What follows belongs to an exercise in optimizing a design on an open flow for small area and a short achievable clock period; a production flow would make more cautious choices.
The RTL was checked by simulation tests, not by an equivalence proof against the original design.
No driver is modelled on the clock port, so clock power and skew are understated where the tree is cut down; a real chip needs a root buffer or a tree.
Power figures rest on the tool's default switching activity, not on a simulated workload.

==> flow/design.v (excerpt) <==
module fifo_top (
    input         clk,
    input         rst,         
    input  [63:0] inputs,
    input         in_vld,
    output        fifo_rdy,
    output [63:0] outputs,
    output        fifo_vld,
    input         mac_rdy
  );
  fifo #(.WORD_L(8), .DEPTH(8), .PORT_L(8)) u_fifo (
    .clk      (clk),
    .rst      (rst),
    .inputs   (inputs),
    .in_vld   (in_vld),
    .fifo_rdy (fifo_rdy),
    .outputs  (outputs),
    .fifo_vld (fifo_vld),
    .mac_rdy  (mac_rdy)
  );
endmodule
For scale: ~540 flip-flops, about 130 I/O pins, about 19000 sq um of cells after synthesis.
Settings: LEC_CHECK=0, CAP_MARGIN=20, CORE_MARGIN=2, CORE_UTILIZATION=60, SETUP_SLACK_MARGIN=3.0, SLEW_MARGIN=20; clock period 4.5 ns.
standard.sh (not shown) runs the stock make flow with config.mk's settings and CLKGATE_MAP_FILE= SYNTH_SCRIPT=/design/flow/synth_recipe.tcl, a recipe that flattens the netlist after the stock synthesis.
==> flow/flow/run.sh <==
#!/bin/bash
# Standard layout (the standard.sh, standard synthesis unchanged) with
# three changes:
#  - port buffers are buf_2 cells instead of the slow clkdlybuf4s50_1 that
#    buffer_ports picks by default;
#  - after global placement, flow/outff.tcl moves each flip-flop that drives
#    an output port buffer next to that buffer (detailed placement legalizes);
#  - the clock tree is a balanced two-level inverter tree built by
#    flow/mycts.tcl in place of clock_tree_synthesis.
set -euo pipefail
export MYCTS_LEAF_SIZE=20
export MYCTS_MID=4
export MYCTS_BUF=sky130_fd_sc_hd__clkinv_8
export MYCTS_MIDBUF=sky130_fd_sc_hd__clkinv_16
bash standard.sh \
  "BUFFER_PORTS_ARGS=-buffer_cell sky130_fd_sc_hd__buf_2" \
  "POST_GLOBAL_PLACE_TCL=$PWD/flow/outff.tcl" \
  "PRE_CTS_TCL=$PWD/flow/mycts.tcl" \
  finish > standard.log 2>&1
Other scripts of this flow, unchanged in this note and not shown: flow/flow/mycts.tcl, flow/flow/outff.tcl
==> next run, changes <==
--- a/flow/flow/run.sh
+++ b/flow/flow/run.sh
@@ -18,2 +18,3 @@
   "PRE_CTS_TCL=$PWD/flow/mycts.tcl" \
+  "IO_CONSTRAINTS=$PWD/flow/io.tcl" \
   finish > standard.log 2>&1
==> flow/flow/io.tcl (new file) <==
# Pin sides: the producer side (data in, in_vld, rst) on the left edge and the
# consumer side (data out, fifo_vld, fifo_rdy, mac_rdy) on the right edge, so
# each bit's storage sits in a row between its input and output pins.
set_io_pin_constraint -pin_names {inputs[*] in_vld rst} -region left:*
set_io_pin_constraint -pin_names {outputs[*] fifo_vld fifo_rdy mac_rdy} -region right:*
SETUP_SLACK_MARGIN = 2.8   (was 3.0)
=> Sequential cell count does not change; critical path depth went up by 3; setup slack degrades by 4.2 ps; combinational power went down by 6.2%; worst hold slack degrades by 3.3 ps; wire length went up by 9.2%; cell count went down by 2.1%.
==> next run, changes <==
--- a/flow/flow/run.sh
+++ b/flow/flow/run.sh
@@ -18,3 +18,2 @@
   "PRE_CTS_TCL=$PWD/flow/mycts.tcl" \
-  "IO_CONSTRAINTS=$PWD/flow/io.tcl" \
   finish > standard.log 2>&1
SETUP_SLACK_MARGIN = 2.9   (was 2.8)
removed: flow/flow/io.tcl
Effect:
- total power falls slightly
- wire length falls by about a fifth
- cell area stays flat
- global-route usage falls by 4.4 points
- die area does not change
- synthesized area does not change
- via count falls by a few percent
In every run of this note, the design's own scripts or RTL, not TritonCTS, make the clock network.

---

fifo_top, a different RTL version from the one above (not shown whole).
Size in the first run: about 540 flip-flops.
Design fifo_top, start of the top module:
module fifo_top (
    input         clk,
    input         rst,         
    input  [63:0] inputs,
    input         in_vld,
    output        fifo_rdy,
    output [63:0] outputs,
    output        fifo_vld,
    input         mac_rdy
  );
clock: 4.5 ns
lec_check: 0
cap_margin: 20
core_margin: 2
core_utilization: 60
setup_slack_margin: 2.85
slew_margin: 20
==> flow/flow/run.sh <==
#!/bin/bash
# Standard layout (the standard.sh, standard synthesis unchanged) with
# three changes:
#  - port buffers are buf_2 cells instead of the slow clkdlybuf4s50_1 that
#    buffer_ports picks by default;
#  - after global placement, flow/outff.tcl moves each flip-flop that drives
#    an output port buffer next to that buffer (detailed placement legalizes);
#  - the clock tree is a balanced two-level inverter tree built by
#    flow/mycts.tcl in place of clock_tree_synthesis.
set -euo pipefail
export MYCTS_LEAF_SIZE=16
export MYCTS_MID=4
export MYCTS_BUF=sky130_fd_sc_hd__clkinv_8
export MYCTS_MIDBUF=sky130_fd_sc_hd__clkinv_16
bash standard.sh \
  "BUFFER_PORTS_ARGS=-buffer_cell sky130_fd_sc_hd__buf_2" \
  "POST_GLOBAL_PLACE_TCL=$PWD/flow/outff.tcl" \
  "PRE_CTS_TCL=$PWD/flow/mycts.tcl" \
  finish > standard.log 2>&1
==> flow/flow/mycts.tcl <==
# Two-level clock tree built by hand, used in place of clock_tree_synthesis.
# The clock port drives a few mid buffers; each drives leaf buffers placed at
# the centroids of k-means clusters of the flip-flops; every flip-flop is
# driven by a leaf buffer. Cells and cluster sizes come from MYCTS_* variables.

proc kmeans {pts k iters} {
  # pts: list of {x y}; returns list of cluster index per point
  set n [llength $pts]
  set cent {}
  # seed: points spread along sorted order
  set sorted [lsort -real -index 0 $pts]
  for {set i 0} {$i < $k} {incr i} {
    lappend cent [lindex $sorted [expr {int(($i + 0.5) * $n / $k)}]]
  }
  set asg [lrepeat $n 0]
  for {set it 0} {$it < $iters} {incr it} {
    set asg {}
    foreach p $pts {
      lassign $p x y
      set best 0; set bd 1e30
      set c 0
      foreach q $cent {
        lassign $q cx cy
        set d [expr {($x-$cx)*($x-$cx) + ($y-$cy)*($y-$cy)}]
        if {$d < $bd} { set bd $d; set best $c }
        incr c
      }
      lappend asg $best
    }
    set sx [lrepeat $k 0.0]; set sy [lrepeat $k 0.0]; set sn [lrepeat $k 0]
    foreach p $pts a $asg {
      lassign $p x y
      lset sx $a [expr {[lindex $sx $a] + $x}]
      lset sy $a [expr {[lindex $sy $a] + $y}]
      lset sn $a [expr {[lindex $sn $a] + 1}]
    }
    set new {}
    for {set c 0} {$c < $k} {incr c} {
      if {[lindex $sn $c] > 0} {
        lappend new [list [expr {[lindex $sx $c] / [lindex $sn $c]}] [expr {[lindex $sy $c] / [lindex $sn $c]}]]
      } else {
        lappend new [lindex $cent $c]
      }
    }
    set cent $new
  }
  return [list $asg $cent]
}

proc balance {pts cent cap} {
  # Assign each point to a cluster with room left, nearest pairs first.
  set pairs {}
  set i 0
  foreach p $pts {
    lassign $p x y
    set c 0
    foreach q $cent {
      lassign $q cx cy
      lappend pairs [list [expr {abs($x-$cx) + abs($y-$cy)}] $i $c]
      incr c
    }
    incr i
  }
  set asg [lrepeat [llength $pts] -1]
  set room [lrepeat [llength $cent] $cap]
  foreach pr [lsort -real -index 0 $pairs] {
    lassign $pr d i c
    if {[lindex $asg $i] >= 0 || [lindex $room $c] <= 0} continue
    lset asg $i $c
    lset room $c [expr {[lindex $room $c] - 1}]
  }
  return $asg
}

proc centroids {pts asg k} {
  set sx [lrepeat $k 0.0]; set sy [lrepeat $k 0.0]; set sn [lrepeat $k 0]
  foreach p $pts a $asg {
    lassign $p x y
    lset sx $a [expr {[lindex $sx $a] + $x}]
    lset sy $a [expr {[lindex $sy $a] + $y}]
    lset sn $a [expr {[lindex $sn $a] + 1}]
  }
  set cent {}
  for {set c 0} {$c < $k} {incr c} {
    set m [expr {max(1, [lindex $sn $c])}]
    lappend cent [list [expr {[lindex $sx $c] / $m}] [expr {[lindex $sy $c] / $m}]]
  }
  return $cent
}

proc inst_center {inst} {
  set b [$inst getBBox]
  return [list [expr {([$b xMin] + [$b xMax]) / 2.0}] [expr {([$b yMin] + [$b yMax]) / 2.0}]]
}

proc my_clock_tree {} {
  set leaf_size [expr {[info exists ::env(MYCTS_LEAF_SIZE)] ? $::env(MYCTS_LEAF_SIZE) : 32}]
  set nmid [expr {[info exists ::env(MYCTS_MID)] ? $::env(MYCTS_MID) : 4}]
  set bufname [expr {[info exists ::env(MYCTS_BUF)] ? $::env(MYCTS_BUF) : "sky130_fd_sc_hd__clkbuf_16"}]
  set block [ord::get_db_block]
  set master [[ord::get_db] findMaster $bufname]
  set midname [expr {[info exists ::env(MYCTS_MIDBUF)] ? $::env(MYCTS_MIDBUF) : $bufname}]
  set mmaster [[ord::get_db] findMaster $midname]
  set clk [$block findNet clk]
  set sinks {}
  set pts {}
  foreach it [$clk getITerms] {
    lappend sinks $it
    lappend pts [inst_center [$it getInst]]
  }
  set n [llength $sinks]
  set k [expr {int(ceil(double($n) / $leaf_size))}]
  puts "mycts: $n sinks, $k leaf buffers, $nmid mid buffers"
  lassign [kmeans $pts $k 30] asg cent
  set cap [expr {int(ceil(double($n) / $k))}]
  for {set r 0} {$r < 8} {incr r} {
    set asg [balance $pts $cent $cap]
    set cent [centroids $pts $asg $k]
  }
  # leaves
  set leaves {}
  for {set c 0} {$c < $k} {incr c} {
    set inst [odb::dbInst_create $block $master "clkbuf_leaf_${c}_clk"]
    set net [odb::dbNet_create $block "clknet_leaf_${c}_clk"]
    $net setSigType CLOCK
    [$inst getFirstOutput] connect $net
    lassign [lindex $cent $c] x y
    $inst setLocation [expr {int($x)}] [expr {int($y)}]
    $inst setPlacementStatus PLACED
    lappend leaves $inst
  }
  foreach it $sinks a $asg {
    $it disconnect
    $it connect [$block findNet "clknet_leaf_${a}_clk"]
  }
  # mids
  lassign [kmeans $cent $nmid 30] masg mcent
  for {set m 0} {$m < $nmid} {incr m} {
    set inst [odb::dbInst_create $block $mmaster "clkbuf_mid_${m}_clk"]
    set net [odb::dbNet_create $block "clknet_mid_${m}_clk"]
    $net setSigType CLOCK
    [$inst getFirstOutput] connect $net
    [$inst findITerm A] connect $clk
    lassign [lindex $mcent $m] x y
    $inst setLocation [expr {int($x)}] [expr {int($y)}]
    $inst setPlacementStatus PLACED
  }
  foreach leaf $leaves a $masg {
    [$leaf findITerm A] connect [$block findNet "clknet_mid_${a}_clk"]
  }
  $clk setSigType CLOCK
  catch {global_connect}
  set_propagated_clock [all_clocks]
  puts "mycts: done"
}

if {[info commands orig_clock_tree_synthesis] == ""} {
  rename clock_tree_synthesis orig_clock_tree_synthesis
  proc clock_tree_synthesis {args} { my_clock_tree }
}
Other scripts of this flow, unchanged in this note and not shown: flow/flow/outff.tcl
Rerun with:
--- a/flow/flow/run.sh
+++ b/flow/flow/run.sh
@@ -10,3 +10,3 @@
 set -euo pipefail
-export MYCTS_LEAF_SIZE=16
+export MYCTS_LEAF_SIZE=20
 export MYCTS_MID=4
- GPL_ROUTABILITY_DRIVEN: not set -> 0
Sequential share of layout area goes up by 1.2 points.
Routed wire length goes down by a few percent.
Area after synthesis is unchanged.
Worst setup slack gains 0.17 ns.
Synthesized cell count stays the same.
Rerun with:
--- a/flow/flow/run.sh
+++ b/flow/flow/run.sh
@@ -18,2 +18,3 @@
   "PRE_CTS_TCL=$PWD/flow/mycts.tcl" \
+  "RECOVER_POWER=30" \
   finish > standard.log 2>&1
- GPL_ROUTABILITY_DRIVEN: 0 -> not set
What happened: This time the run produced a layout that fails on max-capacitance violations, max-slew violations; routed wire length hardly moves; setup slack gets worse by 0.68 ns; design area is lower slightly; combinational power is lower slightly; critical path depth is lower by 7; register-to-register slack gets worse by 0.78 ns; utilization is lower by 0.25 points; first-iteration DRC count is higher slightly; clock power is about the same; worst hold slack stays flat; total power stays flat.
Rerun with:
--- a/flow/flow/run.sh
+++ b/flow/flow/run.sh
@@ -18,3 +18,2 @@
   "PRE_CTS_TCL=$PWD/flow/mycts.tcl" \
-  "RECOVER_POWER=30" \
   finish > standard.log 2>&1
- CORE_UTILIZATION: 60 -> 55
Effect: The changed run completed without violations. Setup slack gets better by 0.65 ns. Routed wire length came out higher by 2.7%. Die area rose by about 9%. Sequential power is about the same. Worst hold slack is better by 0.015 ns. Total power stays flat. Cell area rises by 0.71%. Final cell count grows by about 4%. Via count grows by 0.93%.
Rerun with:
--- a/flow/flow/run.sh
+++ b/flow/flow/run.sh
@@ -15,4 +15,4 @@
 bash standard.sh \
-  "BUFFER_PORTS_ARGS=-buffer_cell sky130_fd_sc_hd__buf_2" \
-  "POST_GLOBAL_PLACE_TCL=$PWD/flow/outff.tcl" \
+  "BUFFER_PORTS_ARGS=-inputs -buffer_cell sky130_fd_sc_hd__buf_1" \
+  "POST_GLOBAL_PLACE_TCL=$PWD/flow/postgp.tcl" \
   "PRE_CTS_TCL=$PWD/flow/mycts.tcl" \
==> flow/flow/postgp.tcl (new file) <==
# After global placement: buffer the output ports with buf_2 (the inputs were
# buffered with buf_1 by buffer_ports before global placement), then move the
# flip-flops that drive output buffers next to them.
buffer_ports -outputs -buffer_cell sky130_fd_sc_hd__buf_2
source [file join [file dirname [info script]] outff.tcl]
- CORE_UTILIZATION: 55 -> 60
The changed run passed the timing, design-rule and antenna checks. Critical path depth went up by 1. Hold slack got worse by 0.0061 ns. Cell area went down by 0.80%. Via count went down by 1.5%. Total power went down by 0.34%. Routed wire length went down by 3.2%. Worst setup slack got worse by 0.16 ns. Die area went down by 8.2%.
In every run of this note, the design's own scripts or RTL, not TritonCTS, make the clock network.

---

Starting RTL as in the previous note.
export LEC_CHECK = 0
export CAP_MARGIN = 20
export CORE_MARGIN = 2
export CORE_UTILIZATION = 60
export SETUP_SLACK_MARGIN = 2.8
export SLEW_MARGIN = 20
create_clock -name core_clock -period 4.5 [get_ports {clk}]
==> flow/flow/run.sh <==
#!/bin/bash
# Standard layout (the standard.sh, standard synthesis unchanged) with
# three changes:
#  - port buffers are buf_2 cells instead of the slow clkdlybuf4s50_1 that
#    buffer_ports picks by default;
#  - after global placement, flow/outff.tcl moves each flip-flop that drives
#    an output port buffer next to that buffer (detailed placement legalizes);
#  - the clock tree is a balanced two-level inverter tree built by
#    flow/mycts.tcl in place of clock_tree_synthesis.
set -euo pipefail
export MYCTS_LEAF_SIZE=20
export MYCTS_MID=4
export MYCTS_BUF=sky130_fd_sc_hd__clkinv_8
export MYCTS_MIDBUF=sky130_fd_sc_hd__clkinv_16
export OUTFF_MOVE_BUF=1
bash standard.sh \
  "BUFFER_PORTS_ARGS=-buffer_cell sky130_fd_sc_hd__buf_2" \
  "POST_GLOBAL_PLACE_TCL=$PWD/flow/outff.tcl" \
  "PRE_CTS_TCL=$PWD/flow/mycts.tcl" \
  finish > standard.log 2>&1
==> flow/flow/mycts.tcl <==
# Two-level clock tree built by hand, used in place of clock_tree_synthesis.
# The clock port drives a few mid buffers; each drives leaf buffers placed at
# the centroids of k-means clusters of the flip-flops; every flip-flop is
# driven by a leaf buffer. All clock buffers are sky130_fd_sc_hd__clkbuf_16.

proc kmeans {pts k iters} {
  # pts: list of {x y}; returns list of cluster index per point
  set n [llength $pts]
  set cent {}
  # seed: points spread along sorted order
  set sorted [lsort -real -index 0 $pts]
  for {set i 0} {$i < $k} {incr i} {
    lappend cent [lindex $sorted [expr {int(($i + 0.5) * $n / $k)}]]
  }
  set asg [lrepeat $n 0]
  for {set it 0} {$it < $iters} {incr it} {
    set asg {}
    foreach p $pts {
      lassign $p x y
      set best 0; set bd 1e30
      set c 0
      foreach q $cent {
        lassign $q cx cy
        set d [expr {($x-$cx)*($x-$cx) + ($y-$cy)*($y-$cy)}]
        if {$d < $bd} { set bd $d; set best $c }
        incr c
      }
      lappend asg $best
    }
    set sx [lrepeat $k 0.0]; set sy [lrepeat $k 0.0]; set sn [lrepeat $k 0]
    foreach p $pts a $asg {
      lassign $p x y
      lset sx $a [expr {[lindex $sx $a] + $x}]
      lset sy $a [expr {[lindex $sy $a] + $y}]
      lset sn $a [expr {[lindex $sn $a] + 1}]
    }
    set new {}
    for {set c 0} {$c < $k} {incr c} {
      if {[lindex $sn $c] > 0} {
        lappend new [list [expr {[lindex $sx $c] / [lindex $sn $c]}] [expr {[lindex $sy $c] / [lindex $sn $c]}]]
      } else {
        lappend new [lindex $cent $c]
      }
    }
    set cent $new
  }
  return [list $asg $cent]
}

proc balance {pts cent cap} {
  # Assign each point to a cluster with room left, nearest pairs first.
  set pairs {}
  set i 0
  foreach p $pts {
    lassign $p x y
    set c 0
    foreach q $cent {
      lassign $q cx cy
      lappend pairs [list [expr {abs($x-$cx) + abs($y-$cy)}] $i $c]
      incr c
    }
    incr i
  }
  set asg [lrepeat [llength $pts] -1]
  set room [lrepeat [llength $cent] $cap]
  foreach pr [lsort -real -index 0 $pairs] {
    lassign $pr d i c
    if {[lindex $asg $i] >= 0 || [lindex $room $c] <= 0} continue
    lset asg $i $c
    lset room $c [expr {[lindex $room $c] - 1}]
  }
  return $asg
}

proc centroids {pts asg k} {
  set sx [lrepeat $k 0.0]; set sy [lrepeat $k 0.0]; set sn [lrepeat $k 0]
  foreach p $pts a $asg {
    lassign $p x y
    lset sx $a [expr {[lindex $sx $a] + $x}]
    lset sy $a [expr {[lindex $sy $a] + $y}]
    lset sn $a [expr {[lindex $sn $a] + 1}]
  }
  set cent {}
  for {set c 0} {$c < $k} {incr c} {
    set m [expr {max(1, [lindex $sn $c])}]
    lappend cent [list [expr {[lindex $sx $c] / $m}] [expr {[lindex $sy $c] / $m}]]
  }
  return $cent
}

proc inst_center {inst} {
  set b [$inst getBBox]
  return [list [expr {([$b xMin] + [$b xMax]) / 2.0}] [expr {([$b yMin] + [$b yMax]) / 2.0}]]
}

proc my_clock_tree {} {
  set leaf_size [expr {[info exists ::env(MYCTS_LEAF_SIZE)] ? $::env(MYCTS_LEAF_SIZE) : 32}]
  set nmid [expr {[info exists ::env(MYCTS_MID)] ? $::env(MYCTS_MID) : 4}]
  set bufname [expr {[info exists ::env(MYCTS_BUF)] ? $::env(MYCTS_BUF) : "sky130_fd_sc_hd__clkbuf_16"}]
  set block [ord::get_db_block]
  set master [[ord::get_db] findMaster $bufname]
  set midname [expr {[info exists ::env(MYCTS_MIDBUF)] ? $::env(MYCTS_MIDBUF) : $bufname}]
  set mmaster [[ord::get_db] findMaster $midname]
  set clk [$block findNet clk]
  set sinks {}
  set pts {}
  foreach it [$clk getITerms] {
    lappend sinks $it
    lappend pts [inst_center [$it getInst]]
  }
  set n [llength $sinks]
  set k [expr {int(ceil(double($n) / $leaf_size))}]
  puts "mycts: $n sinks, $k leaf buffers, $nmid mid buffers"
  lassign [kmeans $pts $k 30] asg cent
  set cap [expr {int(ceil(double($n) / $k))}]
  for {set r 0} {$r < 8} {incr r} {
    set asg [balance $pts $cent $cap]
    set cent [centroids $pts $asg $k]
  }
  # leaves
  set leaves {}
  for {set c 0} {$c < $k} {incr c} {
    set inst [odb::dbInst_create $block $master "clkbuf_leaf_${c}_clk"]
    set net [odb::dbNet_create $block "clknet_leaf_${c}_clk"]
    $net setSigType CLOCK
    [$inst getFirstOutput] connect $net
    lassign [lindex $cent $c] x y
    $inst setLocation [expr {int($x)}] [expr {int($y)}]
    $inst setPlacementStatus PLACED
    lappend leaves $inst
  }
  foreach it $sinks a $asg {
    $it disconnect
    $it connect [$block findNet "clknet_leaf_${a}_clk"]
  }
  # mids
  lassign [kmeans $cent $nmid 30] masg mcent
  for {set m 0} {$m < $nmid} {incr m} {
    set inst [odb::dbInst_create $block $mmaster "clkbuf_mid_${m}_clk"]
    set net [odb::dbNet_create $block "clknet_mid_${m}_clk"]
    $net setSigType CLOCK
    [$inst getFirstOutput] connect $net
    [$inst findITerm A] connect $clk
    lassign [lindex $mcent $m] x y
    $inst setLocation [expr {int($x)}] [expr {int($y)}]
    $inst setPlacementStatus PLACED
  }
  foreach leaf $leaves a $masg {
    [$leaf findITerm A] connect [$block findNet "clknet_mid_${a}_clk"]
  }
  $clk setSigType CLOCK
  catch {global_connect}
  set_propagated_clock [all_clocks]
  puts "mycts: done"
}

rename clock_tree_synthesis orig_clock_tree_synthesis
proc clock_tree_synthesis {args} { my_clock_tree }
==> flow/flow/outff.tcl <==
# After global placement: move each flip-flop that drives an output port's
# buffer next to that buffer, so the flop's output wire is short. Detailed
# placement legalizes the moved cells afterwards.
proc move_output_flops {} {
  set block [ord::get_db_block]
  set die [$block getDieArea]
  set cx [expr {([$die xMin] + [$die xMax]) / 2.0}]
  set cy [expr {([$die yMin] + [$die yMax]) / 2.0}]
  set step [expr {[info exists ::env(OUTFF_STEP_UM)] ? $::env(OUTFF_STEP_UM) : 6.0}]
  set step [expr {$step * [$block getDbUnitsPerMicron]}]
  set moved 0
  foreach bt [$block getBTerms] {
    if {[$bt getIoType] != "OUTPUT"} continue
    set net [$bt getNet]
    if {$net == "NULL"} continue
    set buf ""
    foreach it [$net getITerms] {
      if {[$it isOutputSignal]} { set buf [$it getInst] }
    }
    if {$buf == ""} continue
    set ff ""
    foreach it [$buf getITerms] {
      if {[$it isInputSignal]} {
        set n [$it getNet]
        if {$n == "NULL"} continue
        foreach j [$n getITerms] {
          if {[$j isOutputSignal] && [[[$j getInst] getMaster] isSequential]} { set ff [$j getInst] }
        }
      }
    }
    if {$ff == ""} continue
    if {[info exists ::env(OUTFF_MOVE_BUF)] && $::env(OUTFF_MOVE_BUF)} {
      # keep the flip-flop, bring the port buffer to it
      lassign [$ff getLocation] fx fy
      $buf setLocation [expr {int($fx + $step)}] $fy
      incr moved
      continue
    }
    lassign [$buf getLocation] bx by
    set dx [expr {$cx - $bx}]; set dy [expr {$cy - $by}]
    set d [expr {hypot($dx, $dy)}]
    if {$d < 1} continue
    set x [expr {int($bx + $step * $dx / $d)}]
    set y [expr {int($by + $step * $dy / $d)}]
    $ff setLocation $x $y
    incr moved
  }
  puts "outff: moved $moved output flip-flops next to their port buffers"
}
move_output_flops
==> next run, changes <==
--- a/flow/flow/run.sh
+++ b/flow/flow/run.sh
@@ -15 +14,0 @@
-export OUTFF_MOVE_BUF=1
@@ -19,0 +19 @@
+  "RECOVER_POWER=60" \
--- a/flow/flow/mycts.tcl
+++ b/flow/flow/mycts.tcl
@@ -4 +4 @@
-# driven by a leaf buffer. All clock buffers are sky130_fd_sc_hd__clkbuf_16.
+# driven by a leaf buffer. Cells and cluster sizes come from MYCTS_* variables.
@@ -157,2 +157,4 @@
-rename clock_tree_synthesis orig_clock_tree_synthesis
-proc clock_tree_synthesis {args} { my_clock_tree }
+if {[info commands orig_clock_tree_synthesis] == ""} {
+  rename clock_tree_synthesis orig_clock_tree_synthesis
+  proc clock_tree_synthesis {args} { my_clock_tree }
+}
--- a/flow/flow/outff.tcl
+++ b/flow/flow/outff.tcl
@@ -32,7 +31,0 @@
-    if {[info exists ::env(OUTFF_MOVE_BUF)] && $::env(OUTFF_MOVE_BUF)} {
-      # keep the flip-flop, bring the port buffer to it
-      lassign [$ff getLocation] fx fy
-      $buf setLocation [expr {int($fx + $step)}] $fy
-      incr moved
-      continue
-    }
Settings changed: SETUP_SLACK_MARGIN 2.8 to 2.85.
This time the run ran to the end with violations: capacitance limit, slew limit.
Final area stays flat.
Setup slack loses 1.3 ns.
Global-route usage climbs by 1.2 points.
Power is about the same.
Hold slack gains 0.0084 ns.
Synthesized area is unchanged.
Critical path depth drops by 7.
Final cell count stays flat.
Sequential share of layout area barely changes.
Wire length climbs by a few percent.
Register-to-register slack loses 1.4 ns.
==> next run, changes <==
--- a/flow/flow/run.sh
+++ b/flow/flow/run.sh
@@ -14,0 +15 @@
+export OUTFF_AT_PIN=1
@@ -19 +19,0 @@
-  "RECOVER_POWER=60" \
--- a/flow/flow/outff.tcl
+++ b/flow/flow/outff.tcl
@@ -32,0 +33,10 @@
+    if {[info exists ::env(OUTFF_AT_PIN)] && $::env(OUTFF_AT_PIN)} {
+      # put the port buffer just inside the core next to its pin
+      set core [$block getCoreArea]
+      set pb [$bt getBBox]
+      set px [expr {([$pb xMin] + [$pb xMax]) / 2}]
+      set py [expr {([$pb yMin] + [$pb yMax]) / 2}]
+      set bx [expr {min(max($px, [$core xMin]), [$core xMax] - 3000)}]
+      set by [expr {min(max($py, [$core yMin]), [$core yMax] - 3000)}]
+      $buf setLocation $bx $by
+    }
Settings changed: SETUP_SLACK_MARGIN 2.85 to 2.92.
Outcome: The new run completed without violations. Global-route usage came out higher by 1.1 points. Total power came out higher by about 0.7%. Clock power is about the same. Worst hold slack gains 0.026 ns. Combinational power came out higher by about 17%. Cell area rose by 3.1%. Sequential share of layout area drops by 2.2 points. Area after synthesis does not change. Setup slack improved by 1.3 ns. Clock skew came out higher by 0.011 ns.
==> next run, changes <==
Settings changed: SETUP_SLACK_MARGIN 2.92 to 2.85.
Effect:
- cell count decreases by about 1%
- setup slack improved by 0.076 ns
- first-iteration DRC count decreases by 6.8%
- worst hold slack got worse by 0.0031 ns
- die area stays the same
- critical path depth is unchanged
- combinational power decreases by 11%
In every run of this note, the design's own scripts or RTL, not TritonCTS, make the clock network.

==> re-timing with driven ports <==
The results above use ideal ports. As a check the final layouts listed here were re-extracted and re-timed, cells and wires unchanged. Step 1 (the two cells are an assumption about what drives the block):
set clk [get_ports {clk}]
set_driving_cell -lib_cell sky130_fd_sc_hd__clkbuf_16 $clk
set_driving_cell -lib_cell sky130_fd_sc_hd__buf_2 [delete_from_list [all_inputs] $clk]
Step 2 adds t to the input delays and takes it off the output delays; t is the mean of the earliest and latest rising clock arrival at the registers after step 1. Input paths then give back, and output paths get back, about the clock's delay inside the block. a / b / c = ideal / step 1 / step 2; a / b = the first two.
run | shift t [ns] | setup WS [ns] | worst setup path at the end
the first run of note 1 | 0.472 | 2.737 / 2.538 / 2.460 | input to register
the second run of note 1 | 0.476 | 2.732 / 2.526 / 2.463 | input to register
the third run of note 1 | 0.469 | 2.701 / 2.548 / 2.430 | input to register
the first run of note 2 | 0.490 | 2.637 / 2.495 / 2.358 | input to register
the second run of note 2 | 0.452 | 2.804 / 2.573 / 2.544 | input to register
the third run of note 2 | 0.454 | 2.121 / 2.122 / 2.122 | register to register
the fourth run of note 2 | 0.459 | 2.769 / 2.558 / 2.502 | input to register
the fifth run of note 2 | 0.458 | 2.606 / 2.582 / 2.341 | input to register
the first run of note 3 | 0.458 | 2.718 / 2.580 / 2.447 | input to register
the second run of note 3 | 0.453 | 1.444 / 1.445 / 1.445 | register to register
the third run of note 3 | 0.460 | 2.734 / 2.575 / 2.477 | input to register
the fourth run of note 3 | 0.458 | 2.809 / 2.584 / 2.549 | input to register
The setup slack of the first run of note 2, which loses most, moves by -0.142 ns with the drivers and by -0.279 ns with both steps.
